Context: an optimization exercise on an open-source flow, tuned for small area, a short achievable clock period and few clock cycles per item. The choices shown serve that exercise and are no tape-out recipe. In this exercise RTL edits were held to simulation tests only and were not proved equivalent to the original.

File: run.sh
#!/bin/bash
# synth_recipe.tcl (not shown) runs the flow's synth.tcl, then flattens the netlist and writes it again
# the make line also repeats each setting of config.mk as NAME=value (left out here)
make -C /OpenROAD-flow-scripts/flow DESIGN_CONFIG=/design/flow/config.mk WORK_HOME=/design/flow/orfs CLKGATE_MAP_FILE= SYNTH_SCRIPT=/design/flow/synth_recipe.tcl finish
File: config.mk
export PLATFORM = sky130hd
export DESIGN_NAME = haraka_s_core
export DESIGN_NICKNAME = haraka_s_core
export VERILOG_FILES = /design/flow/design.v
export SDC_FILE = /design/flow/constraint.sdc
export NUM_CORES = 4
export LEC_CHECK = 0
export CAP_MARGIN = 20
export CORE_MARGIN = 2
export CORE_UTILIZATION = 50
export SETUP_SLACK_MARGIN = 0.3
export SLEW_MARGIN = 20
export SYNTH_HIERARCHICAL = 1
export SYNTH_MINIMUM_KEEP_SIZE = 0
File: constraint.sdc
create_clock -name core_clock -period 7.8 [get_ports {clk}]
set_input_delay 1.5600 -clock core_clock [delete_from_list [all_inputs] [get_ports {clk}]]
set_output_delay 1.5600 -clock core_clock [all_outputs]
set_load 0.01 [all_outputs]
File: design.v
module g_xor (a, b, y);
	input a, b;
	output y;
	assign y = a ^ b;
endmodule
module g_xnor (a, b, y);
	input a, b;
	output y;
	assign y = ~(a ^ b);
endmodule
module g_nand (a, b, y);
	input a, b;
	output y;
	assign y = ~(a & b);
endmodule
module g_andn (a, b, y);
	input a, b;
	output y;
	assign y = a & ~b;
endmodule
module haraka_s_core (clk, reset, in_valid, in_ready, in_first, in_block, out_valid, out_rate);
	input clk;
	input reset;
	input in_valid;
	output in_ready;
	input in_first;
	input [256-1:0] in_block;
	output out_valid;
	output [256-1:0] out_rate;
	logic [511:0] st;         
	logic [3:0] rnd;
	logic active;             
	logic ready_q;            
	logic take_q;             
	logic self_q;             
	logic sell_q;             
	logic valid_q;
	logic [511:0] sr;
	wire [511:0] lin, fin, m, nxt, sb, dm;
	wire [3:0] dsel;
	wire acc = take_q & in_valid;
	always_comb
		for (int l = 0; l < 4; l++)
			for (int c = 0; c < 4; c++)
				for (int r = 0; r < 4; r++)
					sr[128*l + 8*(4*c + r) +: 8] = st[128*l + 8*(4*((c + r) % 4) + r) +: 8];
	genvar c;
	generate
		for (c = 0; c < 16; c++) begin : mc
			wire [31:0] mi, mo;
			assign mi = sr[32*c +: 32];
			assign lin[32*c +: 32] = mo;
			wire [7:0] t0, t1, t2, t3, u0, u1, u2, u3, x0, x1, x2, x3;
			g_xor gt0_0 (.a(mi[0]), .b(mi[8]), .y(t0[0]));
			g_xor gt0_1 (.a(mi[1]), .b(mi[9]), .y(t0[1]));
			g_xor gt0_2 (.a(mi[2]), .b(mi[10]), .y(t0[2]));
			g_xor gt0_3 (.a(mi[3]), .b(mi[11]), .y(t0[3]));
			g_xor gt0_4 (.a(mi[4]), .b(mi[12]), .y(t0[4]));
			g_xor gt0_5 (.a(mi[5]), .b(mi[13]), .y(t0[5]));
			g_xor gt0_6 (.a(mi[6]), .b(mi[14]), .y(t0[6]));
			g_xor gt0_7 (.a(mi[7]), .b(mi[15]), .y(t0[7]));
			g_xor gt1_0 (.a(mi[8]), .b(mi[16]), .y(t1[0]));
			g_xor gt1_1 (.a(mi[9]), .b(mi[17]), .y(t1[1]));
			g_xor gt1_2 (.a(mi[10]), .b(mi[18]), .y(t1[2]));
			g_xor gt1_3 (.a(mi[11]), .b(mi[19]), .y(t1[3]));
			g_xor gt1_4 (.a(mi[12]), .b(mi[20]), .y(t1[4]));
			g_xor gt1_5 (.a(mi[13]), .b(mi[21]), .y(t1[5]));
			g_xor gt1_6 (.a(mi[14]), .b(mi[22]), .y(t1[6]));
			g_xor gt1_7 (.a(mi[15]), .b(mi[23]), .y(t1[7]));
			g_xor gt2_0 (.a(mi[16]), .b(mi[24]), .y(t2[0]));
			g_xor gt2_1 (.a(mi[17]), .b(mi[25]), .y(t2[1]));
			g_xor gt2_2 (.a(mi[18]), .b(mi[26]), .y(t2[2]));
			g_xor gt2_3 (.a(mi[19]), .b(mi[27]), .y(t2[3]));
			g_xor gt2_4 (.a(mi[20]), .b(mi[28]), .y(t2[4]));
			g_xor gt2_5 (.a(mi[21]), .b(mi[29]), .y(t2[5]));
			g_xor gt2_6 (.a(mi[22]), .b(mi[30]), .y(t2[6]));
			g_xor gt2_7 (.a(mi[23]), .b(mi[31]), .y(t2[7]));
			g_xor gt3_0 (.a(mi[24]), .b(mi[0]), .y(t3[0]));
			g_xor gt3_1 (.a(mi[25]), .b(mi[1]), .y(t3[1]));
			g_xor gt3_2 (.a(mi[26]), .b(mi[2]), .y(t3[2]));
			g_xor gt3_3 (.a(mi[27]), .b(mi[3]), .y(t3[3]));
			g_xor gt3_4 (.a(mi[28]), .b(mi[4]), .y(t3[4]));
			g_xor gt3_5 (.a(mi[29]), .b(mi[5]), .y(t3[5]));
			g_xor gt3_6 (.a(mi[30]), .b(mi[6]), .y(t3[6]));
			g_xor gt3_7 (.a(mi[31]), .b(mi[7]), .y(t3[7]));
			g_xor gu0_0 (.a(mi[8]), .b(t2[0]), .y(u0[0]));
			g_xor gu0_1 (.a(mi[9]), .b(t2[1]), .y(u0[1]));
			g_xor gu0_2 (.a(mi[10]), .b(t2[2]), .y(u0[2]));
			g_xor gu0_3 (.a(mi[11]), .b(t2[3]), .y(u0[3]));
			g_xor gu0_4 (.a(mi[12]), .b(t2[4]), .y(u0[4]));
			g_xor gu0_5 (.a(mi[13]), .b(t2[5]), .y(u0[5]));
			g_xor gu0_6 (.a(mi[14]), .b(t2[6]), .y(u0[6]));
			g_xor gu0_7 (.a(mi[15]), .b(t2[7]), .y(u0[7]));
			g_xor gu1_0 (.a(mi[16]), .b(t3[0]), .y(u1[0]));
			g_xor gu1_1 (.a(mi[17]), .b(t3[1]), .y(u1[1]));
			g_xor gu1_2 (.a(mi[18]), .b(t3[2]), .y(u1[2]));
			g_xor gu1_3 (.a(mi[19]), .b(t3[3]), .y(u1[3]));
			g_xor gu1_4 (.a(mi[20]), .b(t3[4]), .y(u1[4]));
			g_xor gu1_5 (.a(mi[21]), .b(t3[5]), .y(u1[5]));
			g_xor gu1_6 (.a(mi[22]), .b(t3[6]), .y(u1[6]));
			g_xor gu1_7 (.a(mi[23]), .b(t3[7]), .y(u1[7]));
			g_xor gu2_0 (.a(mi[24]), .b(t0[0]), .y(u2[0]));
			g_xor gu2_1 (.a(mi[25]), .b(t0[1]), .y(u2[1]));
			g_xor gu2_2 (.a(mi[26]), .b(t0[2]), .y(u2[2]));
			g_xor gu2_3 (.a(mi[27]), .b(t0[3]), .y(u2[3]));
			g_xor gu2_4 (.a(mi[28]), .b(t0[4]), .y(u2[4]));
			g_xor gu2_5 (.a(mi[29]), .b(t0[5]), .y(u2[5]));
			g_xor gu2_6 (.a(mi[30]), .b(t0[6]), .y(u2[6]));
			g_xor gu2_7 (.a(mi[31]), .b(t0[7]), .y(u2[7]));
			g_xor gu3_0 (.a(mi[0]), .b(t1[0]), .y(u3[0]));
			g_xor gu3_1 (.a(mi[1]), .b(t1[1]), .y(u3[1]));
			g_xor gu3_2 (.a(mi[2]), .b(t1[2]), .y(u3[2]));
			g_xor gu3_3 (.a(mi[3]), .b(t1[3]), .y(u3[3]));
			g_xor gu3_4 (.a(mi[4]), .b(t1[4]), .y(u3[4]));
			g_xor gu3_5 (.a(mi[5]), .b(t1[5]), .y(u3[5]));
			g_xor gu3_6 (.a(mi[6]), .b(t1[6]), .y(u3[6]));
			g_xor gu3_7 (.a(mi[7]), .b(t1[7]), .y(u3[7]));
			assign x0[0] = t0[7];
			assign x0[2] = t0[1];
			assign x0[7:5] = t0[6:4];
			g_xor gx0_1 (.a(t0[0]), .b(t0[7]), .y(x0[1]));
			g_xor gx0_3 (.a(t0[2]), .b(t0[7]), .y(x0[3]));
			g_xor gx0_4 (.a(t0[3]), .b(t0[7]), .y(x0[4]));
			assign x1[0] = t1[7];
			assign x1[2] = t1[1];
			assign x1[7:5] = t1[6:4];
			g_xor gx1_1 (.a(t1[0]), .b(t1[7]), .y(x1[1]));
			g_xor gx1_3 (.a(t1[2]), .b(t1[7]), .y(x1[3]));
			g_xor gx1_4 (.a(t1[3]), .b(t1[7]), .y(x1[4]));
			assign x2[0] = t2[7];
			assign x2[2] = t2[1];
			assign x2[7:5] = t2[6:4];
			g_xor gx2_1 (.a(t2[0]), .b(t2[7]), .y(x2[1]));
			g_xor gx2_3 (.a(t2[2]), .b(t2[7]), .y(x2[3]));
			g_xor gx2_4 (.a(t2[3]), .b(t2[7]), .y(x2[4]));
			assign x3[0] = t3[7];
			assign x3[2] = t3[1];
			assign x3[7:5] = t3[6:4];
			g_xor gx3_1 (.a(t3[0]), .b(t3[7]), .y(x3[1]));
			g_xor gx3_3 (.a(t3[2]), .b(t3[7]), .y(x3[3]));
			g_xor gx3_4 (.a(t3[3]), .b(t3[7]), .y(x3[4]));
			g_xor go0_0 (.a(x0[0]), .b(u0[0]), .y(mo[0]));
			g_xor go0_1 (.a(x0[1]), .b(u0[1]), .y(mo[1]));
			g_xor go0_2 (.a(x0[2]), .b(u0[2]), .y(mo[2]));
			g_xor go0_3 (.a(x0[3]), .b(u0[3]), .y(mo[3]));
			g_xor go0_4 (.a(x0[4]), .b(u0[4]), .y(mo[4]));
			g_xor go0_5 (.a(x0[5]), .b(u0[5]), .y(mo[5]));
			g_xor go0_6 (.a(x0[6]), .b(u0[6]), .y(mo[6]));
			g_xor go0_7 (.a(x0[7]), .b(u0[7]), .y(mo[7]));
			g_xor go1_0 (.a(x1[0]), .b(u1[0]), .y(mo[8]));
			g_xor go1_1 (.a(x1[1]), .b(u1[1]), .y(mo[9]));
			g_xor go1_2 (.a(x1[2]), .b(u1[2]), .y(mo[10]));
			g_xor go1_3 (.a(x1[3]), .b(u1[3]), .y(mo[11]));
			g_xor go1_4 (.a(x1[4]), .b(u1[4]), .y(mo[12]));
			g_xor go1_5 (.a(x1[5]), .b(u1[5]), .y(mo[13]));
			g_xor go1_6 (.a(x1[6]), .b(u1[6]), .y(mo[14]));
			g_xor go1_7 (.a(x1[7]), .b(u1[7]), .y(mo[15]));
			g_xor go2_0 (.a(x2[0]), .b(u2[0]), .y(mo[16]));
			g_xor go2_1 (.a(x2[1]), .b(u2[1]), .y(mo[17]));
			g_xor go2_2 (.a(x2[2]), .b(u2[2]), .y(mo[18]));
			g_xor go2_3 (.a(x2[3]), .b(u2[3]), .y(mo[19]));
			g_xor go2_4 (.a(x2[4]), .b(u2[4]), .y(mo[20]));
			g_xor go2_5 (.a(x2[5]), .b(u2[5]), .y(mo[21]));
			g_xor go2_6 (.a(x2[6]), .b(u2[6]), .y(mo[22]));
			g_xor go2_7 (.a(x2[7]), .b(u2[7]), .y(mo[23]));
			g_xor go3_0 (.a(x3[0]), .b(u3[0]), .y(mo[24]));
			g_xor go3_1 (.a(x3[1]), .b(u3[1]), .y(mo[25]));
			g_xor go3_2 (.a(x3[2]), .b(u3[2]), .y(mo[26]));
			g_xor go3_3 (.a(x3[3]), .b(u3[3]), .y(mo[27]));
			g_xor go3_4 (.a(x3[4]), .b(u3[4]), .y(mo[28]));
			g_xor go3_5 (.a(x3[5]), .b(u3[5]), .y(mo[29]));
			g_xor go3_6 (.a(x3[6]), .b(u3[6]), .y(mo[30]));
			g_xor go3_7 (.a(x3[7]), .b(u3[7]), .y(mo[31]));
		end
	endgenerate
	function automatic [511:0] mix(input [511:0] x);
		mix = {x[32*14 +: 32], x[32*6 +: 32],  x[32*10 +: 32], x[32*2 +: 32],
		       x[32*5 +: 32],  x[32*13 +: 32], x[32*1 +: 32],  x[32*9 +: 32],
		       x[32*4 +: 32],  x[32*12 +: 32], x[32*0 +: 32],  x[32*8 +: 32],
		       x[32*15 +: 32], x[32*7 +: 32],  x[32*11 +: 32], x[32*3 +: 32]};
	endfunction
	assign fin = mix(lin);
	assign m = (fin & {512{self_q}}) | (lin & {512{sell_q}});
	assign nxt = {m[511:256], m[255:0] ^ (in_block & {256{ready_q}})};
	assign dsel = ready_q ? 4'd0 : rnd + 4'd1;
	assign dm =
		({512{dsel == 4'd0}} & 512'h6cbd3a1056f88bd37f93e5573a8401e172bb3bdb34a340318d654cb9723a4f85b7b0e16eac9f6cf7b282fa483014f8150463ef0068803f41d1af2ea4817379b8) |
		({512{dsel == 4'd1}} & 512'heee9fe6d8458f83ada31311a2cb0bc6fd31036feae715e20b7ad24e14a7d94e74e0c88c0c74719b422b1c5bead650113187e0487969f2ddbf97dab0015d3139f) |
		({512{dsel == 4'd2}} & 512'h4f9371844723fa02cd66f286592885f8628046ff804fc3edcf09aa2ba67bba6451e49dbb223e5b8c0b215f7dbcd0afd3dd3ec3f1eb717f7eada5d6cbf8e6cb9c) |
		({512{dsel == 4'd3}} & 512'h6e5d5070d57c8868fffbbbfbd090fb149078fd00435b506539581c270f6b71a9dd4b560aa7abbd9852042e8528b55175fb25906f4a8c70f29955adc000dfafaa) |
		({512{dsel == 4'd4}} & 512'ha7c57bc70bb2564d1eec976b01b23acbedd32858a2d092caa17e2d5b9b159346d4e5c3f25e9ab2469261d5339757b2ad5e67bd4c50cd8732c83b9566f4c7f022) |
		({512{dsel == 4'd5}} & 512'h13e1523c14d001d8f7c5ef8dad36da4a5a77225f4cbd26502dee17623a772cba0945c713de6757f26a638ba23eb02abf8a3c28f1adec5264a2e17eb0e9f97b28) |
		({512{dsel == 4'd6}} & 512'hba28a87f0c1775e30781aedea94ed5d343b6fcaa727163515761df13379d0d329cef74eb6db5675d95bdfa3aef459adf4b55ff9af922e665971a7382bf040559) |
		({512{dsel == 4'd7}} & 512'ha71fc1b246439eaff0280f62de4699df8d9697c90ad1d27ab83ff39a877247c8e1848fcc95f569813241a1e7b38af49bd76bb958d1659fc820ab284ed0d116c6) |
		({512{dsel == 4'd8}} & 512'h694c030ca234f2dd182651196b844b384babefd7bcc9ed94be8bc8d34370be961a54c5b4dcad746ce801c17d9a6f72db679087b8aa9392a522c7ff3d7769f5e6) |
		({512{dsel == 4'd9}} & 512'h223fc0334186fc1100e176b7a8f143c28ceee4986d4bdf43f61d6d90a06cd4d29dfab33e871c3d3a5ef59c85845a0c88e6f5080f17aad3c1f764efceeb1c170f);
	genvar s;
	generate
		for (s = 0; s < 64; s++) begin : sbox
			wire U0, U1, U2, U3, U4, U5, U6, U7, D0, D1, D2, D3, D4, D5, D6, D7;
			wire T1, T2, T3, T4, T5, T6, T7, T8, T9, T10, T11, T12, T13, T14, T15, T16;
			wire T17, T18, T19, T20, T21, T22, T23, T24, T25, T26, T27, M1, M2, M3, M4, M5;
			wire M6, M7, M8, M9, M10, M11, M12, M13, M14, M15, M16, M17, M18, M19, M20, M21;
			wire M22, M23, M24, M25, M26, M27, M28, M29, M30, M31, M32, M33, M34, M35, M36, M37;
			wire M38, M39, M40, M41, M42, M43, M44, M45, M46, M47, M48, M49, M50, M51, M52, M53;
			wire M54, M55, M56, M57, M58, M59, M60, M61, M62, M63, L0, L1, L2, L3, L4, L5;
			wire L6, L7, L8, L9, L10, L11, L12, L13, L14, L15, L16, P5, L17, L18, L19, L20;
			wire L21, L22, L23, L24, L25, L26, L27, L28, L29, P0, P1, P2, P3, P4, P6, P7;
			wire S0, S1, S2, S3, S4, S5, S6, S7;
			assign {U0, U1, U2, U3, U4, U5, U6, U7} = nxt[8*s +: 8];
			assign {D0, D1, D2, D3, D4, D5, D6, D7} = dm[8*s +: 8];
			assign sb[8*s +: 8] = {S0, S1, S2, S3, S4, S5, S6, S7};
			g_xor gT1 (.a(U0), .b(U3), .y(T1));
			g_xor gT2 (.a(U0), .b(U5), .y(T2));
			g_xor gT3 (.a(U0), .b(U6), .y(T3));
			g_xor gT4 (.a(U3), .b(U5), .y(T4));
			g_xor gT5 (.a(U4), .b(U6), .y(T5));
			g_xor gT6 (.a(T1), .b(T5), .y(T6));
			g_xor gT7 (.a(U1), .b(U2), .y(T7));
			g_xor gT8 (.a(U7), .b(T6), .y(T8));
			g_xor gT9 (.a(U7), .b(T7), .y(T9));
			g_xor gT10 (.a(T6), .b(T7), .y(T10));
			g_xor gT11 (.a(U1), .b(U5), .y(T11));
			g_xor gT12 (.a(U2), .b(U5), .y(T12));
			g_xor gT13 (.a(T3), .b(T4), .y(T13));
			g_xor gT14 (.a(T6), .b(T11), .y(T14));
			g_xor gT15 (.a(T5), .b(T11), .y(T15));
			g_xor gT16 (.a(T5), .b(T12), .y(T16));
			g_xor gT17 (.a(T9), .b(T16), .y(T17));
			g_xor gT18 (.a(U3), .b(U7), .y(T18));
			g_xor gT19 (.a(T7), .b(T18), .y(T19));
			g_xor gT20 (.a(T1), .b(T19), .y(T20));
			g_xor gT21 (.a(U6), .b(U7), .y(T21));
			g_xor gT22 (.a(T7), .b(T21), .y(T22));
			g_xor gT23 (.a(T2), .b(T22), .y(T23));
			g_xor gT24 (.a(T2), .b(T10), .y(T24));
			g_xor gT25 (.a(T20), .b(T17), .y(T25));
			g_xor gT26 (.a(T3), .b(T16), .y(T26));
			g_xor gT27 (.a(T1), .b(T12), .y(T27));
			g_nand gM1 (.a(T13), .b(T6), .y(M1));
			g_nand gM2 (.a(T23), .b(T8), .y(M2));
			g_xnor gM3 (.a(T14), .b(M1), .y(M3));
			g_nand gM4 (.a(T19), .b(U7), .y(M4));
			g_xor gM5 (.a(M4), .b(M1), .y(M5));
			g_nand gM6 (.a(T3), .b(T16), .y(M6));
			g_nand gM7 (.a(T22), .b(T9), .y(M7));
			g_xnor gM8 (.a(T26), .b(M6), .y(M8));
			g_nand gM9 (.a(T20), .b(T17), .y(M9));
			g_xor gM10 (.a(M9), .b(M6), .y(M10));
			g_nand gM11 (.a(T1), .b(T15), .y(M11));
			g_nand gM12 (.a(T4), .b(T27), .y(M12));
			g_xor gM13 (.a(M12), .b(M11), .y(M13));
			g_nand gM14 (.a(T2), .b(T10), .y(M14));
			g_xor gM15 (.a(M14), .b(M11), .y(M15));
			g_xnor gM16 (.a(M3), .b(M2), .y(M16));
			g_xor gM17 (.a(M5), .b(T24), .y(M17));
			g_xnor gM18 (.a(M8), .b(M7), .y(M18));
			g_xor gM19 (.a(M10), .b(M15), .y(M19));
			g_xor gM20 (.a(M16), .b(M13), .y(M20));
			g_xor gM21 (.a(M17), .b(M15), .y(M21));
			g_xor gM22 (.a(M18), .b(M13), .y(M22));
			g_xor gM23 (.a(M19), .b(T25), .y(M23));
			g_xor gM24 (.a(M22), .b(M23), .y(M24));
			g_nand gM25 (.a(M22), .b(M20), .y(M25));
			g_xnor gM26 (.a(M21), .b(M25), .y(M26));
			g_xor gM27 (.a(M20), .b(M21), .y(M27));
			g_xnor gM28 (.a(M23), .b(M25), .y(M28));
			g_nand gM29 (.a(M28), .b(M27), .y(M29));
			g_nand gM30 (.a(M26), .b(M24), .y(M30));
			g_nand gM31 (.a(M20), .b(M23), .y(M31));
			g_andn gM32 (.a(M27), .b(M31), .y(M32));
			g_xnor gM33 (.a(M27), .b(M25), .y(M33));
			g_nand gM34 (.a(M21), .b(M22), .y(M34));
			g_andn gM35 (.a(M24), .b(M34), .y(M35));
			g_xnor gM36 (.a(M24), .b(M25), .y(M36));
			g_xnor gM37 (.a(M21), .b(M29), .y(M37));
			g_xor gM38 (.a(M32), .b(M33), .y(M38));
			g_xnor gM39 (.a(M23), .b(M30), .y(M39));
			g_xor gM40 (.a(M35), .b(M36), .y(M40));
			g_xor gM41 (.a(M38), .b(M40), .y(M41));
			g_xor gM42 (.a(M37), .b(M39), .y(M42));
			g_xor gM43 (.a(M37), .b(M38), .y(M43));
			g_xor gM44 (.a(M39), .b(M40), .y(M44));
			g_xor gM45 (.a(M42), .b(M41), .y(M45));
			g_nand gM46 (.a(M44), .b(T6), .y(M46));
			g_nand gM47 (.a(M40), .b(T8), .y(M47));
			g_nand gM48 (.a(M39), .b(U7), .y(M48));
			g_nand gM49 (.a(M43), .b(T16), .y(M49));
			g_nand gM50 (.a(M38), .b(T9), .y(M50));
			g_nand gM51 (.a(M37), .b(T17), .y(M51));
			g_nand gM52 (.a(M42), .b(T15), .y(M52));
			g_nand gM53 (.a(M45), .b(T27), .y(M53));
			g_nand gM54 (.a(M41), .b(T10), .y(M54));
			g_nand gM55 (.a(M44), .b(T13), .y(M55));
			g_nand gM56 (.a(M40), .b(T23), .y(M56));
			g_nand gM57 (.a(M39), .b(T19), .y(M57));
			g_nand gM58 (.a(M43), .b(T3), .y(M58));
			g_nand gM59 (.a(M38), .b(T22), .y(M59));
			g_nand gM60 (.a(M37), .b(T20), .y(M60));
			g_nand gM61 (.a(M42), .b(T1), .y(M61));
			g_nand gM62 (.a(M45), .b(T4), .y(M62));
			g_nand gM63 (.a(M41), .b(T2), .y(M63));
			g_xor gL0 (.a(M61), .b(M62), .y(L0));
			g_xor gL1 (.a(M50), .b(M56), .y(L1));
			g_xor gL2 (.a(M46), .b(M48), .y(L2));
			g_xor gL3 (.a(M47), .b(M55), .y(L3));
			g_xor gL4 (.a(M54), .b(M58), .y(L4));
			g_xor gL5 (.a(M49), .b(M61), .y(L5));
			g_xnor gL6 (.a(M62), .b(L5), .y(L6));
			g_xnor gL7 (.a(M46), .b(L3), .y(L7));
			g_xor gL8 (.a(M51), .b(M59), .y(L8));
			g_xor gL9 (.a(M52), .b(M53), .y(L9));
			g_xnor gL10 (.a(M53), .b(L4), .y(L10));
			g_xnor gL11 (.a(M60), .b(L2), .y(L11));
			g_xor gL12 (.a(M48), .b(M51), .y(L12));
			g_xnor gL13 (.a(M50), .b(L0), .y(L13));
			g_xor gL14 (.a(M52), .b(M61), .y(L14));
			g_xnor gL15 (.a(M55), .b(L1), .y(L15));
			g_xnor gL16 (.a(M56), .b(L0), .y(L16));
			g_xnor gP5 (.a(M57), .b(D5), .y(P5));
			g_xor gL17 (.a(P5), .b(L1), .y(L17));
			g_xnor gL18 (.a(M58), .b(L8), .y(L18));
			g_xnor gL19 (.a(M63), .b(L4), .y(L19));
			g_xor gL20 (.a(L0), .b(L1), .y(L20));
			g_xor gL21 (.a(L1), .b(L7), .y(L21));
			g_xor gL22 (.a(L3), .b(L12), .y(L22));
			g_xor gL23 (.a(L18), .b(L2), .y(L23));
			g_xor gL24 (.a(L15), .b(L9), .y(L24));
			g_xor gL25 (.a(L6), .b(L10), .y(L25));
			g_xor gL26 (.a(L7), .b(L9), .y(L26));
			g_xor gL27 (.a(L8), .b(L10), .y(L27));
			g_xor gL28 (.a(L11), .b(L14), .y(L28));
			g_xor gL29 (.a(L11), .b(L17), .y(L29));
			g_xor gP0 (.a(L6), .b(D0), .y(P0));
			g_xor gS0 (.a(P0), .b(L24), .y(S0));
			g_xor gP1 (.a(L16), .b(D1), .y(P1));
			g_xnor gS1 (.a(P1), .b(L26), .y(S1));
			g_xor gP2 (.a(L19), .b(D2), .y(P2));
			g_xnor gS2 (.a(P2), .b(L28), .y(S2));
			g_xor gP3 (.a(L6), .b(D3), .y(P3));
			g_xor gS3 (.a(P3), .b(L21), .y(S3));
			g_xor gP4 (.a(L20), .b(D4), .y(P4));
			g_xor gS4 (.a(P4), .b(L22), .y(S4));
			g_xor gS5 (.a(L25), .b(L29), .y(S5));
			g_xor gP6 (.a(L13), .b(D6), .y(P6));
			g_xnor gS6 (.a(P6), .b(L27), .y(S6));
			g_xor gP7 (.a(L6), .b(D7), .y(P7));
			g_xnor gS7 (.a(P7), .b(L23), .y(S7));
		end
	endgenerate
	always_ff @(posedge clk)
		if (acc | ~ready_q)
			st <= sb;
	logic [3:0] rnd_n;
	logic active_n, ready_n;
	always_comb begin
		rnd_n = rnd;
		active_n = active;
		if (acc) begin
			active_n = 1'b1;
			rnd_n = 4'd0;
		end else if (active && rnd != 4'd9)
			rnd_n = rnd + 4'd1;
		else
			active_n = 1'b0;
		ready_n = ~active_n | (rnd_n == 4'd9);
	end
	always_ff @(posedge clk or posedge reset) begin
		if (reset) begin
			rnd <= 4'd9;
			active <= 1'b0;
			ready_q <= 1'b1;
			take_q <= 1'b0;
			self_q <= 1'b1;
			sell_q <= 1'b0;
			valid_q <= 1'b0;
		end else begin
			rnd <= rnd_n;
			active <= active_n;
			ready_q <= ready_n;
			take_q <= ready_n & in_valid & ~acc;
			self_q <= rnd_n[0] & ~(ready_n & in_first);
			sell_q <= ~rnd_n[0];
			valid_q <= active_n & (rnd_n == 4'd9);
		end
	end
	assign in_ready = take_q;
	assign out_valid = valid_q;
	assign out_rate = fin[255:0];
endmodule
==> flow_summary_export.csv, run 1 <==
group,metric,value,unit
worst_setup_path,worstPathMaxFanout,6,
floorplanning,initial_utilization,50.4,%
run,drv_cap,0,
worst_setup_path,critPathRequiredTime,8250,ps
worst_setup_path,cp-startpoint,"st[247]$_DFFE_PP_",
timing,holdWs,593,ps
synth,synth_cell_types,82,
worst_setup_path,reg2reg_from,"st[247]$_DFFE_PP_",
worst_setup_path,cp_data_arrival_time,7670,ps
synth,synth_top_area_share,55.1,%
clock_network,clock_sinks,522,
worst_setup_path,crit_type,"flip-flop to flip-flop",
floorplanning,ios,518,
clock_network,clk_latency,730,ps
global_route,grt_pass1_wl,656000,um
run_status,outcome,"complete, no violations",
clock_network,cts_tree,"yes",
floorplanning,die_area,226000,um^2
place,io_buffers,517,
routing,viasPerCell,5.55,
synth,async_flop_share,1.92,%
worst_setup_path,crit_path_end_kind,"flip-flop",
synth,seq_area_frac_synth,14.1,%
timing,drv_slew,0,
worst_hold_path,min_from,"active$_DFF_PP0_",
timing,worst_pin_slew,1270,ps
routing,drc,0,
final_layout,area_delta_synth_final,12.9,%
synth,syn_area,111000,um^2
synth,ys.flop_type,"edfxtp_1",
final_layout,final_common_cell,"xor2_1",
clock_network,cts_root_buf,"clkbuf_16",
synth,synth_top_area_cell,"xor2_1",
final_layout,drive_gt1_share,7.41,%
synth,synth_edf_count,512,
timing,fin_skew,38.6,ps
clock_network,numCtsBuffers,78,
clock_network,clk_pin_slew,60,ps
global_route,grt_pass1_vias,90900,
clock_network,cts_hold_buf,0,
floorplanning,core_area,220000,um^2
global_route,antenna_found_initial,37,
global_route,grt_max_degree,136,
synth,synth_area_leaders,"xor2_1 (55%), edfxtp_1 (14%), xnor2_1 (12%)",
timing,max_freq,0.138,GHz
worst_setup_path,worstRegToRegCells,20,
worst_setup_path,worstSetupStartpointType,"flip-flop",
routing,routed_wl,477000,um
timing,period_needed,7220,ps
worst_hold_path,hold_class,"flip-flop to flip-flop",
clock_network,post_cts_buffers,0,
synth,postSynthCellCount,13100,
timing,setup_violations,0,
routing,postRouteAntennaNets,0,
timing,setup_tns,0,ps
clock_network,cts_buffer_depth,3,
worst_setup_path,r2r_setup_slack,580,ps
floorplanning,chipHeight,475,um
synth,syn_avg_cell_area,8.50,um^2
global_route,grt_use_total,40.5,%
timing,rsz0062_at_grt,"true",
routing,initialDrtViolationCount,10200,
routing,wire_per_inst,28.4,um
routing,vias,93100,
timing,hold_viol,0,
synth,ys_warn_count,7,
place,dp_hpwl,395000,um
timing,timing.final.crit_share,92.6,%
final_layout,layout.nets,14000,
place,place_congestion,1.07,
timing,relSlewSlack,14.9,%
synth,syn_nets,13300,
floorplanning,num_rows,172,
worst_hold_path,min_path_cells,2,
synth,synth_seq_cells,522,
global_route,grt.overflow.total,0,
routing,drt_pass1_iterations,6,
floorplanning,die_w,475,um
clock_network,cts_htree_levels,3,
clock_network,cts_resized,0,
final_layout,layout_common_cells,"xor2_1 (6891), nand2_1 (2462), xnor2_1 (1539)",
[Yosys cell counts (all sizes together) (5+ instances only)]
cell type / number
a211oi: 5
a21oi: 12
a22o: 256
a22oi: 259
buf: 345
clkbuf: 162
dfrtp: 6
edfxtp: 512
inv: 28
nand2: 2472
nand2b: 6
nand3: 170
nand4: 53
nor2: 16
nor2b: 134
nor3: 11
o21ai: 20
xnor2: 1543
xor2: 6979
[area by class of cell]
| class | instances | area [um^2] |
|---|---|---|
| clock buffers | 86 | 2050 |
| fillers | 20200 | 94900 |
| well taps | 2958 | 3700 |
| repair buffers | 1119 | 9940 |
| diodes | 10 | 25.0 |
| multi-input cells | 12000 | 93100 |
| flip-flops and latches | 522 | 15600 |
| inverters | 29 | 109 |
| clock inverters | 57 | 739 |
[registers in the layout, summed over array words and instances, names as in the netlist]
signal and count:
st 512, valid_q 1, sell_q 1, rnd 4
active 1, ready_q 1, self_q 1, take_q 1
[cell families (layout without fill, tap and decap cells)]
family                   count (synthesis)  count (layout)  share of synthesized area (%)
other                                    0              10                              0
AO/OA/AOI/OAI                          588             588                           4.36
buffers and inverters                  536            1291                           2.82
AND/OR/NAND/NOR                       2891            2891                           11.4
multiplexers                             1               1                         0.0101
XOR/XNOR                              8522            8522                           67.3
adder cells (fa/ha/maj)                  2               2                         0.0225
flip-flops                             522             522                           14.1
[stage by stage]
| stage | instance area, um^2 | worst slack, ps | utilization (%) | std cells |
|---|---|---|---|---|
| floorplan | 111000 | 1670 | - | 13100 |
| global placement | 122000 | 529 | 55.3 | 16600 |
| detailed placement | 122000 | 505 | 55.3 | 16600 |
| finish | 125000 | 578 | 56.9 | 16800 |
| CTS | 125000 | 479 | 56.6 | 16800 |
| global route | 125000 | 202 | 56.9 | 16800 |
[Yosys stat by module (local to each module, per instance)]
module,flops+latches,cells inside
haraka_s_core,522,2630
g_andn,0,1
g_xnor,0,1
g_xor,0,1
g_nand,0,1
[worst max-delay path, stage by stage, from the launching register on]
cell,delay [ps]
edfxtp_1,710
xor2_2,390
xor2_1,760
a22o_1,620
xor2_1,230
xor2_1,440
xor2_1,330
nand2_1,110
xor2_1,220
xor2_1,190
xor2_1,240
xor2_1,290
nor2b_4,210
xor2_1,360
xor2_1,330
xor2_1,210
nand2_1,130
xor2_1,430
xnor2_1,160
xor2_1,170
xnor2_1,400
[routing by layer]
metal / track usage, % / vias up / part of all wire [%]
li1: - / 42200 / -
met1: 52.1 / 45500 / 41
met4: 27.3 / 20 / 7.9
met5: 0 / - / 0.030
met2: 61.4 / 4422 / 43
met3: 7.55 / 988 / 8.8
[worst paths after layout]
path	to
worst max-delay path	st[361]$_DFFE_PP_
worst min-delay path	active$_DFF_PP0_
worst max register to register	st[361]$_DFFE_PP_
worst min register to register	active$_DFF_PP0_
max in group asynchronous	rnd[0]$_DFF_PP1_
min in group asynchronous	sell_q$_DFF_PP0_
Testbench counts, summed over its fixed seeds: cycles 12,816, items 1,280.
==> inputs of run 2 (changes only) <==
--- a/config.mk
+++ b/config.mk
@@ -8,5 +8,5 @@
 export CAP_MARGIN = 20
 export CORE_MARGIN = 2
-export CORE_UTILIZATION = 50
+export CORE_UTILIZATION = 65
 export SETUP_SLACK_MARGIN = 0.3
 export SLEW_MARGIN = 20
==> run 2 against run 1 <==
Final cell count shrank 5.2%. Still clean on timing, DRC and antenna. Critical path depth is 2 higher. Global-route usage up 9.1 points. Count of clock-buffer cells in the layout down 8. Fmax is 2.6% lower. Clock skew up 15 ps. Synthesized cell count unchanged. Setup slack got worse by 190 ps. Hold slack gained 74 ps. Sequential cell count unchanged.
==> flow_summary_export.csv, run 2 <==
group,metric,value,unit
clock_network,clk_pin_slew,60,ps
run,drv_cap,0,
floorplanning,chipHeight,417,um
timing,hold_viol,0,
global_route,antenna_found_initial,32,
final_layout,regMostFlops,"st",
worst_setup_path,r2r_setup_slack,390,ps
synth,syn_area,111000,um^2
global_route,grt.overflow.total,0,
clock_network,cts_root_buf,"clkbuf_16",
worst_hold_path,min_from,"active$_DFF_PP0_",
timing,timing.final.crit_share,95.1,%
routing,vias,97000,
worst_setup_path,cp_data_arrival_time,7850,ps
clock_network,cts_buffer_depth,3,
timing,rsz0062_at_grt,"true",
routing,postRouteAntennaNets,0,
floorplanning,core_area,169000,um^2
clock_network,clock_sinks,522,
floorplanning,ios,518,
routing,drc,0,
timing,max_freq,0.135,GHz
place,dp_hpwl,369000,um
floorplanning,die_area,174000,um^2
synth,synth_area_leaders,"xor2_1 (55%), edfxtp_1 (14%), xnor2_1 (12%)",
synth,synth_edf_count,512,
synth,synth_top_area_share,55.1,%
worst_setup_path,critPathRequiredTime,8230,ps
run_status,outcome,"complete, no violations",
clock_network,cts_tree,"yes",
synth,synth_top_area_cell,"xor2_1",
global_route,grt_use_total,49.6,%
timing,setup_tns,0,ps
routing,wire_per_inst,28.7,um
place,place_congestion,1.12,
final_layout,layout.nets,13900,
place,place_area,120000,um^2
routing,initialDrtViolationCount,12300,
routing,viasPerCell,6.09,
worst_setup_path,crit_path_end_kind,"flip-flop",
synth,synth_seq_cells,522,
final_layout,drive_gt1_share,6.71,%
final_layout,layout_common_cells,"xor2_1 (6853), nand2_1 (2463), xnor2_1 (1536)",
final_layout,final_common_cell,"xor2_1",
synth,syn_avg_cell_area,8.50,um^2
floorplanning,die_w,417,um
clock_network,numCtsBuffers,70,
synth,postSynthCellCount,13100,
timing,worst_pin_slew,1360,ps
global_route,grt_max_degree,155,
worst_hold_path,hold_class,"flip-flop to flip-flop",
worst_setup_path,cp-startpoint,"st[198]$_DFFE_PP_",
global_route,grt_pass1_wl,633000,um
global_route,grt_pass1_vias,93700,
final_layout,nFillCells,13000,
synth,syn_nets,13300,
timing,setup_violations,0,
final_layout,top_regs,"st x512, rnd x4",
synth,ys_warn_count,7,
synth,synth_most_common_cell,"xor2_1",
floorplanning,initial_utilization,65.5,%
synth,synth_cell_types,82,
routing,drt_pass1_iterations,12,
timing,relSlewSlack,9.09,%
synth,ys.flop_type,"edfxtp_1",
worst_setup_path,reg2reg_from,"st[198]$_DFFE_PP_",
synth,seq_area_frac_synth,14.1,%
synth,synthTopCellsByCount,"xor2_1 (6977), nand2_1 (2470), xnor2_1 (1541), edfxtp_1 (512), buf_4 (261)",
final_layout,largest_reg_flops,512,
synth,async_flop_share,1.92,%
floorplanning,num_rows,151,
worst_setup_path,worstSetupStartpointType,"flip-flop",
clock_network,cts_htree_levels,3,
timing,drv_slew,0,
place,io_buffers,517,
final_layout,stdcell_area,123000,um^2
timing,fin_skew,53.3,ps
routing,routed_wl,456000,um
timing,period_needed,7410,ps
clock_network,clk_latency,730,ps
final_layout,area_delta_synth_final,11.1,%
worst_setup_path,crit_type,"flip-flop to flip-flop",
worst_setup_path,worstPathMaxFanout,4,
## run 2: cell types whose count changed in the layout (fill, tap and decap cells not counted), moves of 7 or more
cell,before,now
buf_4,583,456
bufinv_16,16,9
clkbuf_16,81,71
clkinv_4,2,14
diode_2,10,22
xor2_1,6891,6853
xor2_2,88,123
## run 2: stage by stage
| step | worst slack (ps) | util [%] | hold slack [ps] | instances |
|---|---|---|---|---|
| CTS | 307 | 72.1 | 601 | 15900 |
| detailed placement | 320 | 70.7 | 583 | 15800 |
| global placement | 407 | 70.7 | 548 | 15800 |
| finish | 386 | 72.8 | 667 | 15900 |
| floorplan | 1670 | - | 520 | 13100 |
| global route | 193 | 72.7 | 680 | 15900 |
## run 2: kinds of logic (layout without fill, tap and decap cells)
family	Yosys count	in the layout	synth area share [%]
XOR/XNOR	8522	8522	67.3
AND/OR/NAND/NOR	2891	2891	11.4
AO/OA/AOI/OAI	588	588	4.36
buffers and inverters	536	1149	2.82
flip-flops	522	522	14.1
adder cells (fa/ha/maj)	2	2	0.0225
multiplexers	1	1	0.0101
other	0	22	0
## run 2: worst max-delay path: stages, from the launching register on
cell and delay [ps]:
edfxtp_1 550, xor2_1 390, xor2_1 210, xor2_1 640, a22oi_1 310, xor2_1 520
xor2_1 520, xor2_1 310, xor2_1 300, nand2_1 110, xor2_1 180, xor2_1 200
xor2_1 420, xor2_1 310, nor2b_4 200, xor2_1 360, xor2_1 300, xor2_1 210
nand2_1 130, xor2_1 440, xor2_1 230, xor2_1 190, xor2_1 80
## run 2: layer usage
layer | share of wire, % | up-vias | global-route usage (%)
met5 | 0.074 | - | 0
met4 | 11 | 24 | 44.5
met3 | 13 | 2030 | 15.9
met2 | 40 | 6856 | 71.9
met1 | 35 | 46100 | 58.5
li1 | - | 42000 | -
## run 2: final cells by class
type	instances	area [um^2]	area share, %
Timing Repair Buffer	991	8960	7.26
Multi-Input combinational cell	12000	93400	75.7
Tap cell	2218	2780	2.25
Inverter	29	109	0.0883
Antenna cell	22	55.1	0.0446
Clock buffer	78	1810	1.47
Clock inverter	51	613	0.497
Sequential cell	522	15600	12.7
## run 2: what timing repair did
item	CTS	global route
gates resized for setup	0	132
setup endpoints to repair	0	274
hold buffers	0	0
buffers inserted	0	4
## run 2: Yosys stat by module (local to each module, per instance)
module,area (um^2),times used,flip-flops and latches
g_xnor,8.76,1536,0
haraka_s_core,29200,1,522
g_nand,3.75,2048,0
g_xor,8.76,6720,0
g_andn,13.8,128,0
## run 2: final timing paths
path                                endpoint  depth (start not counted)
min in group asynchronous   rnd[2]$_DFF_PP0_                          2
min                         active$_DFF_PP0_                          2
min reg2reg                 active$_DFF_PP0_                          2
max reg2reg                st[203]$_DFFE_PP_                         22
max in group asynchronous   sell_q$_DFF_PP0_                          2
max                        st[203]$_DFFE_PP_                         22
==> inputs of run 3 (changes only) <==
--- a/design.v
+++ b/design.v
@@ -14,8 +14,8 @@
 	assign y = ~(a & b);
 endmodule
-module g_andn (a, b, y);
+module g_nor (a, b, y);
 	input a, b;
 	output y;
-	assign y = a & ~b;
+	assign y = ~(a | b);
 endmodule
 module haraka_s_core (clk, reset, in_valid, in_ready, in_first, in_block, out_valid, out_rate);
@@ -257,10 +257,10 @@
 			g_xnor gM18 (.a(M8), .b(M7), .y(M18));
 			g_xor gM19 (.a(M10), .b(M15), .y(M19));
-			g_xor gM20 (.a(M16), .b(M13), .y(M20));
-			g_xor gM21 (.a(M17), .b(M15), .y(M21));
-			g_xor gM22 (.a(M18), .b(M13), .y(M22));
-			g_xor gM23 (.a(M19), .b(T25), .y(M23));
+			g_xnor gM20 (.a(M16), .b(M13), .y(M20));
+			g_xnor gM21 (.a(M17), .b(M15), .y(M21));
+			g_xnor gM22 (.a(M18), .b(M13), .y(M22));
+			g_xnor gM23 (.a(M19), .b(T25), .y(M23));
 			g_xor gM24 (.a(M22), .b(M23), .y(M24));
-			g_nand gM25 (.a(M22), .b(M20), .y(M25));
+			g_nor gM25 (.a(M22), .b(M20), .y(M25));
 			g_xnor gM26 (.a(M21), .b(M25), .y(M26));
 			g_xor gM27 (.a(M20), .b(M21), .y(M27));
@@ -268,14 +268,14 @@
 			g_nand gM29 (.a(M28), .b(M27), .y(M29));
 			g_nand gM30 (.a(M26), .b(M24), .y(M30));
-			g_nand gM31 (.a(M20), .b(M23), .y(M31));
-			g_andn gM32 (.a(M27), .b(M31), .y(M32));
-			g_xnor gM33 (.a(M27), .b(M25), .y(M33));
-			g_nand gM34 (.a(M21), .b(M22), .y(M34));
-			g_andn gM35 (.a(M24), .b(M34), .y(M35));
-			g_xnor gM36 (.a(M24), .b(M25), .y(M36));
-			g_xnor gM37 (.a(M21), .b(M29), .y(M37));
-			g_xor gM38 (.a(M32), .b(M33), .y(M38));
-			g_xnor gM39 (.a(M23), .b(M30), .y(M39));
-			g_xor gM40 (.a(M35), .b(M36), .y(M40));
+			g_nor gM31 (.a(M20), .b(M23), .y(M31));
+			g_nand gM32 (.a(M27), .b(M31), .y(M32));
+			g_xor gM33 (.a(M27), .b(M25), .y(M33));
+			g_nor gM34 (.a(M21), .b(M22), .y(M34));
+			g_nand gM35 (.a(M24), .b(M34), .y(M35));
+			g_xor gM36 (.a(M24), .b(M25), .y(M36));
+			g_xor gM37 (.a(M21), .b(M29), .y(M37));
+			g_xnor gM38 (.a(M32), .b(M33), .y(M38));
+			g_xor gM39 (.a(M23), .b(M30), .y(M39));
+			g_xnor gM40 (.a(M35), .b(M36), .y(M40));
 			g_xor gM41 (.a(M38), .b(M40), .y(M41));
 			g_xor gM42 (.a(M37), .b(M39), .y(M42));
==> flow/run.sh (new file) <==
#!/bin/bash
set -euo pipefail
export BUFFER_PORTS_ARGS="-buffer_cell sky130_fd_sc_hd__buf_1"
bash standard.sh > standard_flow.log 2>&1
==> standard.sh (new file) <==
#!/bin/bash
# synth_recipe.tcl (not shown) runs the flow's synth.tcl, then flattens the netlist and writes it again
# the make line also repeats each setting of config.mk as NAME=value (left out here)
make -C /OpenROAD-flow-scripts/flow DESIGN_CONFIG=/design/flow/config.mk WORK_HOME=/design/flow/orfs CLKGATE_MAP_FILE= SYNTH_SCRIPT=/design/flow/synth_recipe.tcl "${@:-finish}"
--- a/config.mk
+++ b/config.mk
@@ -8,5 +8,5 @@
 export CAP_MARGIN = 20
 export CORE_MARGIN = 2
-export CORE_UTILIZATION = 65
+export CORE_UTILIZATION = 50
 export SETUP_SLACK_MARGIN = 0.3
 export SLEW_MARGIN = 20
removed: run.sh
==> run 3 against run 2 <==
Still clean. Fmax shrank 0.10%. Via count decreased by 3.6%. Register-to-register slack about the same. Sequential cell count unchanged. First-iteration DRC count is 18% lower. Final area fell by 2.6%. Wire length is 6.8% higher. Sequential share of layout area rose by 0.33 points. Clock skew decreased by 19 ps. Critical path type unchanged.
==> flow_summary_export.csv, run 3 <==
group,metric,value,unit
place,dp_hpwl,404000,um
final_layout,largest_reg_flops,512,
floorplanning,ios,518,
synth,synthTopCellsByCount,"xor2_1 (6849), nand2_1 (2406), xnor2_1 (1669), edfxtp_1 (512), buf_4 (261)",
timing,rsz0062_at_grt,"true",
synth,synth_edf_count,512,
final_layout,instances_no_fill,16600,
timing,setup_violations,0,
clock_network,cts_htree_levels,3,
synth,synth_simple_gate_area_share,10.4,%
run_status,outcome,"complete, no violations",
worst_hold_path,hold_class,"flip-flop to flip-flop",
synth,synth_top_family_by_area,"XOR/XNOR gates",
final_layout,layout.nets,13900,
timing,worst_pin_slew,1200,ps
global_route,grt_pass1_vias,91200,
synth,synth-xor-area-share,68.1,%
place,dp_cells,16400,
routing,wire_per_inst,29.4,um
synth,synth_compound_area_share,4.42,%
floorplanning,core_area,218000,um^2
synth,seq_area_frac_synth,14.2,%
final_layout,top_regs,"st x512, rnd x4",
floorplanning,chipHeight,472,um
final_layout,area_delta_synth_final,9.53,%
timing,drv_slew,0,
worst_setup_path,worstSetupStartpointType,"flip-flop",
floorplanning,die_w,472,um
final_layout,drive_gt1_share,6.07,%
routing,initialDrtViolationCount,10000,
global_route,grt_max_degree,131,
synth,syn_area,110000,um^2
synth,synth_top_area_cell,"xor2_1",
synth,async_flop_share,1.92,%
synth,syn_nets,13300,
routing,viasPerCell,5.63,
worst_setup_path,crit_type,"flip-flop to flip-flop",
floorplanning,die_area,223000,um^2
final_layout,layout_common_cells,"xor2_1 (6749), nand2_1 (2399), xnor2_1 (1655)",
final_layout,nFillCells,20600,
clock_network,clock_sinks,522,
routing,postRouteAntennaNets,0,
global_route,grt_pass1_wl,665000,um
worst_setup_path,cp_data_arrival_time,7900,ps
synth,synthMuxAreaShare,0.0103,%
worst_setup_path,critPathRequiredTime,8280,ps
clock_network,numCtsBuffers,78,
synth,synth-adder-area-share,0.0228,%
worst_setup_path,crit_path_end_kind,"flip-flop",
floorplanning,initial_utilization,50.4,%
timing,period_needed,7420,ps
timing,fin_skew,34.8,ps
synth,synth_seq_cells,522,
final_layout,regMostFlops,"st",
routing,drc,0,
routing,routed_wl,487000,um
timing,hold_viol,0,
timing,relSlewSlack,19.7,%
clock_network,cts_root_buf,"clkbuf_16",
place,io_buffers,517,
synth,postSynthCellCount,13100,
synth,synth_cell_types,81,
synth,syn_avg_cell_area,8.40,um^2
clock_network,cts_tree,"yes",
clock_network,clk_pin_slew,60,ps
global_route,grt_use_total,41.5,%
routing,drt_pass1_iterations,8,
floorplanning,num_rows,171,
timing,timing.final.crit_share,95.2,%
final_layout,final_common_cell,"xor2_1",
synth,synth_most_common_cell,"xor2_1",
synth,ys.flop_type,"edfxtp_1",
timing,layout_setup_ws,378,ps
place,place_congestion,1.08,
global_route,grt.overflow.total,0,
routing,vias,93400,
worst_setup_path,worstPathMaxFanout,4,
synth,synth_area_leaders,"xor2_1 (55%), edfxtp_1 (14%), xnor2_1 (13%)",
global_route,antenna_found_initial,40,
timing,max_freq,0.135,GHz
clock_network,cts_buffer_depth,3,
synth,ys_warn_count,7,
synth,synth_top_area_share,54.7,%
place,pre_cts_slack,-223,ps
run,drv_cap,0,
clock_network,clk_latency,760,ps
-- run 3: through the flow --
step	util (%)	area [um^2]	setup TNS [ps]	hold slack (ps)
after floorplan	-	110000	0	520
after global placement	53.5	116000	-231	569
after detailed placement	53.5	116000	-223	569
after CTS	54.8	119000	0	581
after global routing	55.2	120000	0	659
final	55.2	120000	0	582
-- run 3: repair_timing --
item                                   CTS  global route
buffers inserted                         0             6
resized for setup                       15           101
pin swaps                                0             1
endpoints found under the hold margin    0             0
setup endpoints to repair               13           144
cloned                                   0             0
hold buffers                             0             0
-- run 3: final cells by class --
type	instances	area, um^2	area share, %
antenna	16	40.0	0.0333
clock buffer	87	2040	1.70
clock inverter	59	693	0.577
inverter	29	109	0.0906
multi-input combinational	12000	92000	76.6
sequential	522	15600	13.0
tap	2854	3570	2.97
timing repair buffer	1033	6070	5.05
-- run 3: worst max-delay path, cell delays in order, from the launching register on --
cell and delay (ps):
edfxtp_1 620, xor2_1 350, xor2_1 270, xor2_2 490, a22oi_1 190, xor2_1 550, xor2_1 240, buf_4 190
xor2_1 410, xor2_1 330, nand2_1 110, xor2_1 170, xor2_1 150, xnor2_1 440, xor2_1 310, xor2_1 130
xnor2_1 430, xor2_1 320, xor2_1 230, nand2_1 150, xor2_1 320, xor2_1 290, xor2_2 450
-- run 3: path summary, 6_finish.rpt --
path | startpoint | endpoint | slack [ps] | depth (start not counted)
min reg2reg | active$_DFF_PP0_ | active$_DFF_PP0_ | 580 | 2
max in group asynchronous | reset | sell_q$_DFF_PP0_ | 6600 | 2
min | active$_DFF_PP0_ | active$_DFF_PP0_ | 580 | 2
max | st[222]$_DFFE_PP_ | st[79]$_DFFE_PP_ | 380 | 22
min in group asynchronous | reset | sell_q$_DFF_PP0_ | 810 | 2
max reg2reg | st[222]$_DFFE_PP_ | st[79]$_DFFE_PP_ | 380 | 22
-- run 3: layer usage --
| metal | GRT usage [%] | vias to the layer above | part of all wire [%] |
|---|---|---|---|
| met4 | 29.6 | 10 | 8.5 |
| li1 | - | 42100 | - |
| met1 | 52.9 | 45600 | 40 |
| met5 | 0 | - | 0.014 |
| met3 | 8.68 | 1081 | 9.3 |
| met2 | 62.2 | 4704 | 42 |
-- run 3: logic make-up after synthesis --
family	Yosys count
buf+inv	536
mux	1
flops	522
fa+ha+maj	2
simple gates	2891
compound gates	588
xor+xnor	8522
-- run 3: modules after synthesis (local to each module, per instance) --
module / cells inside / area [um^2]
g_xor: 1 / 8.76
haraka_s_core: 2630 / 29200
g_nand: 1 / 3.75
g_nor: 1 / 3.75
g_xnor: 1 / 8.76
Testbench counts of run 3, summed over its fixed seeds: cycles 12,816, items 1,280.
==> inputs of run 4 (changes only) <==
==> run.sh (new file) <==
#!/bin/bash
# synth_recipe.tcl (not shown) runs the flow's synth.tcl, then flattens the netlist and writes it again
# the make line also repeats each setting of config.mk as NAME=value (left out here)
make -C /OpenROAD-flow-scripts/flow DESIGN_CONFIG=/design/flow/config.mk WORK_HOME=/design/flow/orfs CLKGATE_MAP_FILE= SYNTH_SCRIPT=/design/flow/synth_recipe.tcl finish
removed: flow/run.sh
removed: standard.sh
==> run 4 against run 3 <==
Global-route usage fell by 0.59 points. Die area did not move. Synthesized cell count did not move. Count of clock-buffer cells in the layout decreased by 1. Critical endpoint is now st[86]$_DFFE_PP_. Clock skew increased by 16 ps.
==> flow_summary_export.csv, run 4 <==
group,metric,value,unit
global_route,grt_pass1_vias,90900,
synth,synth_seq_cells,522,
timing,max_freq,0.138,GHz
worst_setup_path,slowest_stage,"xor2_1",
run,drv_cap,0,
final_layout,drive_gt1_share,6.21,%
place,io_buffers,517,
clock_network,cts_hold_buf,0,
place,pre_cts_slack,396,ps
global_route,grt_use_total,41.0,%
global_route,met2_usage,61.8,%
synth,synthTopCellsByCount,"xor2_1 (6849), nand2_1 (2406), xnor2_1 (1669), edfxtp_1 (512), buf_4 (261)",
final_layout,area_delta_synth_final,12.6,%
worst_hold_path,hold_class,"flip-flop to flip-flop",
timing,drv_slew,0,
clock_network,clock_sinks,522,
clock_network,cts_htree_levels,3,
timing,hold_viol,0,
final_layout,regMostFlops,"st",
worst_setup_path,critPathRequiredTime,8280,ps
routing,drc,0,
floorplanning,chipHeight,472,um
timing,worst_pin_slew,1250,ps
synth,seq_area_frac_synth,14.2,%
synth,syn_nets,13300,
clock_network,clk_latency,760,ps
timing,layout_setup_ws,551,ps
clock_network,cts_buffer_depth,3,
global_route,grt.overflow.total,0,
worst_setup_path,path_buf_inv,1,
place,place_area,120000,um^2
floorplanning,die_area,223000,um^2
global_route,antenna_found_initial,33,
timing,timing.final.crit_share,92.9,%
timing,period_needed,7250,ps
routing,postRouteAntennaNets,0,
worst_setup_path,crit_family,"XOR/XNOR gates",
routing,drt_pass1_iterations,6,
synth,ys.flop_type,"edfxtp_1",
floorplanning,core_area,218000,um^2
synth,synth_edf_count,512,
place,dp_hpwl,399000,um
timing,holdWs,594,ps
synth,synth_top_area_share,54.7,%
floorplanning,ios,518,
global_route,met1_usage,52.1,%
routing,routed_wl,479000,um
synth,syn_area,110000,um^2
worst_setup_path,worstPathMaxFanout,5,
worst_setup_path,cp_data_arrival_time,7730,ps
floorplanning,initial_utilization,50.4,%
worst_setup_path,cpMostUsedCell,"xor2_1",
worst_setup_path,worstSetupStartpointType,"flip-flop",
final_layout,layout.nets,14000,
final_layout,top_regs,"st x512, rnd x4",
routing,initialDrtViolationCount,9494,
run_status,outcome,"complete, no violations",
clock_network,cts_tree,"yes",
routing,viasPerCell,5.61,
clock_network,cts_root_buf,"clkbuf_16",
routing,vias,93500,
worst_setup_path,crit_chain,"xor2_1, xor2_1, xor2_1, a22oi_1, xor2_1, xor2_1, xor2_1, xor2_1, nand2_1, xor2_1, xor2_1, xnor2_1, buf_4, xor2_1, nand2_1, xor2_1, xor2_1, xor2_1, nand2_1, xor2_1, xnor2_1, xor2_1, xnor2_1",
synth,ys_warn_count,7,
final_layout,stdcell_area,123000,um^2
timing,setup_tns,0,ps
final_layout,layout_common_cells,"xor2_1 (6783), nand2_1 (2400), xnor2_1 (1661)",
global_route,grt.met3_usage,8.14,%
final_layout,largest_reg_flops,512,
synth,synth_most_common_cell,"xor2_1",
timing,setup_violations,0,
clock_network,numCtsBuffers,76,
worst_setup_path,crit_path_end_kind,"flip-flop",
floorplanning,num_rows,171,
timing,relSlewSlack,16.5,%
final_layout,nFillCells,20200,
synth,postSynthCellCount,13100,
synth,async_flop_share,1.92,%
global_route,grt_busiest_layer,"met2",
synth,synth_cell_types,81,
worst_setup_path,slowest_delay,550,ps
final_layout,final_common_cell,"xor2_1",
place,place_congestion,1.09,
floorplanning,die_w,472,um
timing,rsz0062_at_grt,"true",
synth,syn_avg_cell_area,8.40,um^2
worst_setup_path,crit_type,"flip-flop to flip-flop",
global_route,grt_pass1_wl,658000,um
timing,fin_skew,51.0,ps
synth,synth_top_area_cell,"xor2_1",
global_route,grt_max_degree,141,
clock_network,clk_pin_slew,70,ps
synth,synth_area_leaders,"xor2_1 (55%), edfxtp_1 (14%), xnor2_1 (13%)",
routing,wire_per_inst,28.7,um
## run 4: cell counts after synthesis
No cell type changed its count.
## run 4: stage by stage
step	std cells	util (%)
floorplan	13100	-
global placement	16500	55.2
detailed placement	16500	55.2
CTS	16600	56.4
global route	16700	56.7
finish	16700	56.7
## run 4: cell families after synthesis
group	share of synthesized area, %
AO/OA/AOI/OAI	4.42
XOR/XNOR	68.1
adder cells (fa/ha/maj)	0.0228
buffers and inverters	2.85
flip-flops	14.2
multiplexers	0.0103
AND/OR/NAND/NOR	10.4
## run 4: modules after synthesis (local to each module, per instance)
module / flops+latches / times used / area, um^2
g_xnor: 0 / 1664 / 8.76
g_nor: 0 / 192 / 3.75
g_nand: 0 / 1984 / 3.75
haraka_s_core: 522 / 1 / 29200
g_xor: 0 / 6592 / 8.76
## run 4: path summary, 6_finish.rpt
check | from | end | slack [ps] | cells past startpoint
max in group asynchronous | reset | rnd[3]$_DFF_PP1_ | 6220 | 2
worst max register to register | st[183]$_DFFE_PP_ | st[86]$_DFFE_PP_ | 550 | 23
worst min register to register | active$_DFF_PP0_ | active$_DFF_PP0_ | 590 | 2
worst max-delay path | st[183]$_DFFE_PP_ | st[86]$_DFFE_PP_ | 550 | 23
worst min-delay path | active$_DFF_PP0_ | active$_DFF_PP0_ | 590 | 2
min in group asynchronous | reset | sell_q$_DFF_PP0_ | 1250 | 2
## run 4: tightest hold or removal path: cells and delay by family (launching register included)
family | cells | cell delay, ps
simple gates | 2 | 180
flops | 1 | 380
## run 4: cell type report
class / count / area [um^2] / share of cell area, %
Antenna cell: 20 / 50.0 / 0.0405
Clock buffer: 86 / 1980 / 1.61
Clock inverter: 53 / 598 / 0.484
Inverter: 29 / 109 / 0.0882
Multi-Input combinational cell: 12000 / 91700 / 74.3
Sequential cell: 522 / 15600 / 12.7
Tap cell: 2854 / 3570 / 2.89
Timing Repair Buffer: 1100 / 9840 / 7.97
## run 4: repair_timing
item	4_1_cts	5_1_grt
setup endpoints to repair	0	159
gates resized for setup	0	81
buffers inserted	0	7
## run 4: layer usage
metal	share of wire (%)	vias up
met3	8.6	1025
li1	-	42200
met1	40	45700
met2	43	4434
met4	8.4	20
met5	0.025	-
==> inputs of run 5 (changes only) <==
==> flow/run.sh (new file) <==
#!/bin/bash
set -euo pipefail
export BUFFER_PORTS_ARGS="-buffer_cell sky130_fd_sc_hd__buf_1"
sed 's/SETUP_SLACK_MARGIN=[0-9.]*/SETUP_SLACK_MARGIN=1.0/' standard.sh > standard_to_cts.sh
grep -q 'SETUP_SLACK_MARGIN=1.0' standard_to_cts.sh
bash standard_to_cts.sh cts > flow_to_cts.log 2>&1
bash standard.sh > flow_to_finish.log 2>&1
==> standard.sh (new file) <==
#!/bin/bash
# synth_recipe.tcl (not shown) runs the flow's synth.tcl, then flattens the netlist and writes it again
# the make line also repeats each setting of config.mk as NAME=value (left out here)
make -C /OpenROAD-flow-scripts/flow DESIGN_CONFIG=/design/flow/config.mk WORK_HOME=/design/flow/orfs CLKGATE_MAP_FILE= SYNTH_SCRIPT=/design/flow/synth_recipe.tcl "${@:-finish}"
--- a/config.mk
+++ b/config.mk
@@ -9,5 +9,5 @@
 export CORE_MARGIN = 2
 export CORE_UTILIZATION = 50
-export SETUP_SLACK_MARGIN = 0.3
+export SETUP_SLACK_MARGIN = 0.5
 export SLEW_MARGIN = 20
 export SYNTH_HIERARCHICAL = 1
removed: run.sh
==> run 5 against run 4 <==
Still clean on timing, DRC and antenna. Non-clock buffer count is 56 lower. Sequential cell count unchanged. Clock skew decreased by 13 ps. Via count fell by 0.20%. Final cell count shrank 0.28%. Critical path type unchanged.
==> flow_summary_export.csv, run 5 <==
group,metric,value,unit
worst_setup_path,cp-startpoint,"st[168]$_DFFE_PP_",
synth,synth_edf_count,512,
run_status,outcome,"complete, no violations",
routing,drt_pass1_iterations,6,
final_layout,drive_gt1_share,7.31,%
clock_network,clk_latency,760,ps
synth,synthTopCellsByCount,"xor2_1 (6849), nand2_1 (2406), xnor2_1 (1669), edfxtp_1 (512), buf_4 (261)",
worst_setup_path,reg2reg_from,"st[168]$_DFFE_PP_",
worst_setup_path,worstRegToRegCells,22,
global_route,grt.overflow.total,0,
floorplanning,die_area,223000,um^2
floorplanning,chipHeight,472,um
global_route,grt_max_degree,131,
worst_setup_path,cp_data_arrival_time,7560,ps
routing,vias,93300,
timing,period_needed,7080,ps
place,dp_hpwl,404000,um
routing,wire_per_inst,29.4,um
timing,worst_pin_slew,1260,ps
floorplanning,initial_utilization,50.4,%
synth,syn_area,110000,um^2
timing,setup_violations,0,
final_layout,top_regs,"st x512, rnd x4",
synth,async_flop_share,1.92,%
synth,postSynthCellCount,13100,
routing,viasPerCell,5.61,
place,io_buffers,517,
synth,syn_avg_cell_area,8.40,um^2
worst_setup_path,critPathRequiredTime,8280,ps
timing,holdWs,579,ps
floorplanning,ios,518,
clock_network,clock_sinks,522,
synth,synth_seq_cells,522,
clock_network,cts_hold_buf,0,
final_layout,layout_common_cells,"xor2_1 (6611), nand2_1 (2399), xnor2_1 (1642)",
final_layout,area_delta_synth_final,10.8,%
final_layout,final_common_cell,"xor2_1",
timing,drv_slew,0,
clock_network,cts_tree,"yes",
global_route,grt_pass1_vias,91500,
worst_setup_path,crit_type,"flip-flop to flip-flop",
global_route,grt_pass1_wl,669000,um
final_layout,largest_reg_flops,512,
worst_hold_path,hold_class,"flip-flop to flip-flop",
synth,synth_area_leaders,"xor2_1 (55%), edfxtp_1 (14%), xnor2_1 (13%)",
worst_setup_path,cp-endpoint,"st[251]$_DFFE_PP_",
final_layout,post-route-util,55.9,%
final_layout,layout.nets,13900,
worst_setup_path,r2r_setup_slack,720,ps
clock_network,clk_pin_slew,60,ps
synth,seq_area_frac_synth,14.2,%
routing,drc,0,
synth,syn_nets,13300,
clock_network,numCtsBuffers,78,
synth,ys.flop_type,"edfxtp_1",
clock_network,cts_buffer_depth,3,
timing,timing.final.crit_share,90.8,%
timing,max_freq,0.141,GHz
timing,hold_viol,0,
worst_setup_path,worstPathMaxFanout,6,
timing,relSlewSlack,15.7,%
synth,ys_warn_count,7,
clock_network,cts_htree_levels,3,
worst_setup_path,crit_path_end_kind,"flip-flop",
place,place_congestion,1.08,
worst_setup_path,worstReg2RegEnd,"st[251]$_DFFE_PP_",
timing,setup_tns,0,ps
routing,routed_wl,488000,um
routing,initialDrtViolationCount,9849,
synth,synth_most_common_cell,"xor2_1",
final_layout,regMostFlops,"st",
worst_setup_path,worstSetupStartpointType,"flip-flop",
global_route,antenna_found_initial,52,
synth,synth_top_area_cell,"xor2_1",
synth,synth_cell_types,81,
timing,fin_skew,38.3,ps
global_route,grt_use_total,41.9,%
floorplanning,num_rows,171,
clock_network,cts_root_buf,"clkbuf_16",
synth,synth_top_area_share,54.7,%
timing,rsz0062_at_grt,"true",
routing,postRouteAntennaNets,0,
run,drv_cap,0,
floorplanning,die_w,472,um
floorplanning,core_area,218000,um^2
run 5: cells by family after synthesis:
group,count (synthesis),share of synthesized area [%]
adders and majority gates,2,0.0228
AOI/OAI and AO/OA,588,4.42
buffers and inverters,536,2.85
DFF,522,14.2
xor gates and xnor gates,8522,68.1
and+or+nand+nor,2891,10.4
muxes,1,0.0103
run 5: layer usage:
metal  track usage, %  share of wire [%]  wire [um]
met4             30.1                8.4      41000
met5                0              0.028        139
met1             53.1                 40     197000
met3             9.13                9.0      43700
met2             62.6                 42     206000
run 5: worst min-delay path by stage:
stage	depth (start not counted)	to	slack, ps	start
CTS	2	active$_DFF_PP0_	580	active$_DFF_PP0_
global placement	2	active$_DFF_PP0_	570	active$_DFF_PP0_
finish	2	active$_DFF_PP0_	580	active$_DFF_PP0_
global route	2	valid_q$_DFF_PP0_	660	active$_DFF_PP0_
floorplan	2	active$_DFF_PP0_	520	active$_DFF_PP0_
detailed placement	2	active$_DFF_PP0_	570	active$_DFF_PP0_
run 5: layout make-up:
cell class	instances	area [um^2]
inverters	29	109
fillers	20400	96000
well taps	2854	3570
repair buffers	1044	6200
clock buffers	87	2040
multi-input cells	12000	93200
clock inverters	59	693
diodes	22	55.1
flip-flops and latches	522	15600
run 5: what timing repair did:
action | CTS | global route
buffers inserted | 17 | 0
endpoints found under the setup margin | 328 | 54
pin swaps | 5 | 2
resized for setup | 249 | 32
run 5: metrics by stage:
step	instance area [um^2]	worst slack (ps)	cells
CTS	121000	933	16600
floorplan	110000	1770	13100
global route	122000	480	16600
detailed placement	116000	-223	16400
finish	122000	721	16600
global placement	116000	-231	16400
run 5: per-module statistics from Yosys (local to each module, per instance):
module | cell area [um^2] | flip-flops and latches
haraka_s_core | 29200 | 522
g_nand | 3.75 | 0
g_nor | 3.75 | 0
g_xor | 8.76 | 0
g_xnor | 8.76 | 0
run 5: critical path, stage by stage, from the launching register on:
cell and delay (ps):
edfxtp_1 550, xor2_1 310, xor2_1 210, xor2_1 530, a22oi_1 330, xor2_1 640
xor2_1 240, xor2_1 330, xor2_1 380, nand2_1 130, xor2_1 170, xor2_1 150
xnor2_1 410, xor2_1 300, xor2_1 130, xnor2_1 440, xor2_1 330, xor2_1 220
nand2_1 130, xor2_1 370, xor2_1 210, xor2_1 210, xor2_1 90

separate check: timing with driven ports:
How much do the figures lean on ideal ports? The routed layouts below were timed once more, with nothing changed but the port constraints. Step 1 sets driving cells, clkbuf_16 on the clock port and buf_2 on the other inputs (assumed; they add their load-dependent delay and slew). Step 2 times the ports against the registers' clock, not the clock port: input delays grow and output delays shrink by t, the midpoint of the rising clock arrivals with the driver on. Slacks: ideal / step 1 / step 2; pairs: ideal / step 1.
| run | t, ns | setup WS [ns] | hold WS [ns] | worst setup path after step 2 |
|---|---|---|---|---|
| run 1 | 0.820 | 0.578 / 0.578 / 0.374 | 0.593 / 0.593 / 0.593 | input to register |
| run 2 | 0.791 | 0.386 / 0.386 / 0.246 | 0.667 / 0.667 / 0.667 | input to register |
| run 3 | 0.833 | 0.378 / 0.378 / 0.378 | 0.582 / 0.582 / 0.582 | register to register |
| run 4 | 0.821 | 0.551 / 0.551 / 0.246 | 0.594 / 0.594 / 0.594 | input to register |
| run 5 | 0.830 | 0.721 / 0.721 / 0.628 | 0.579 / 0.579 / 0.579 | input to register |
After both steps every run listed still meets setup and hold. For run 4, which loses most, drivers alone change the setup slack by 0.000 ns; drivers and shift together by -0.305 ns.
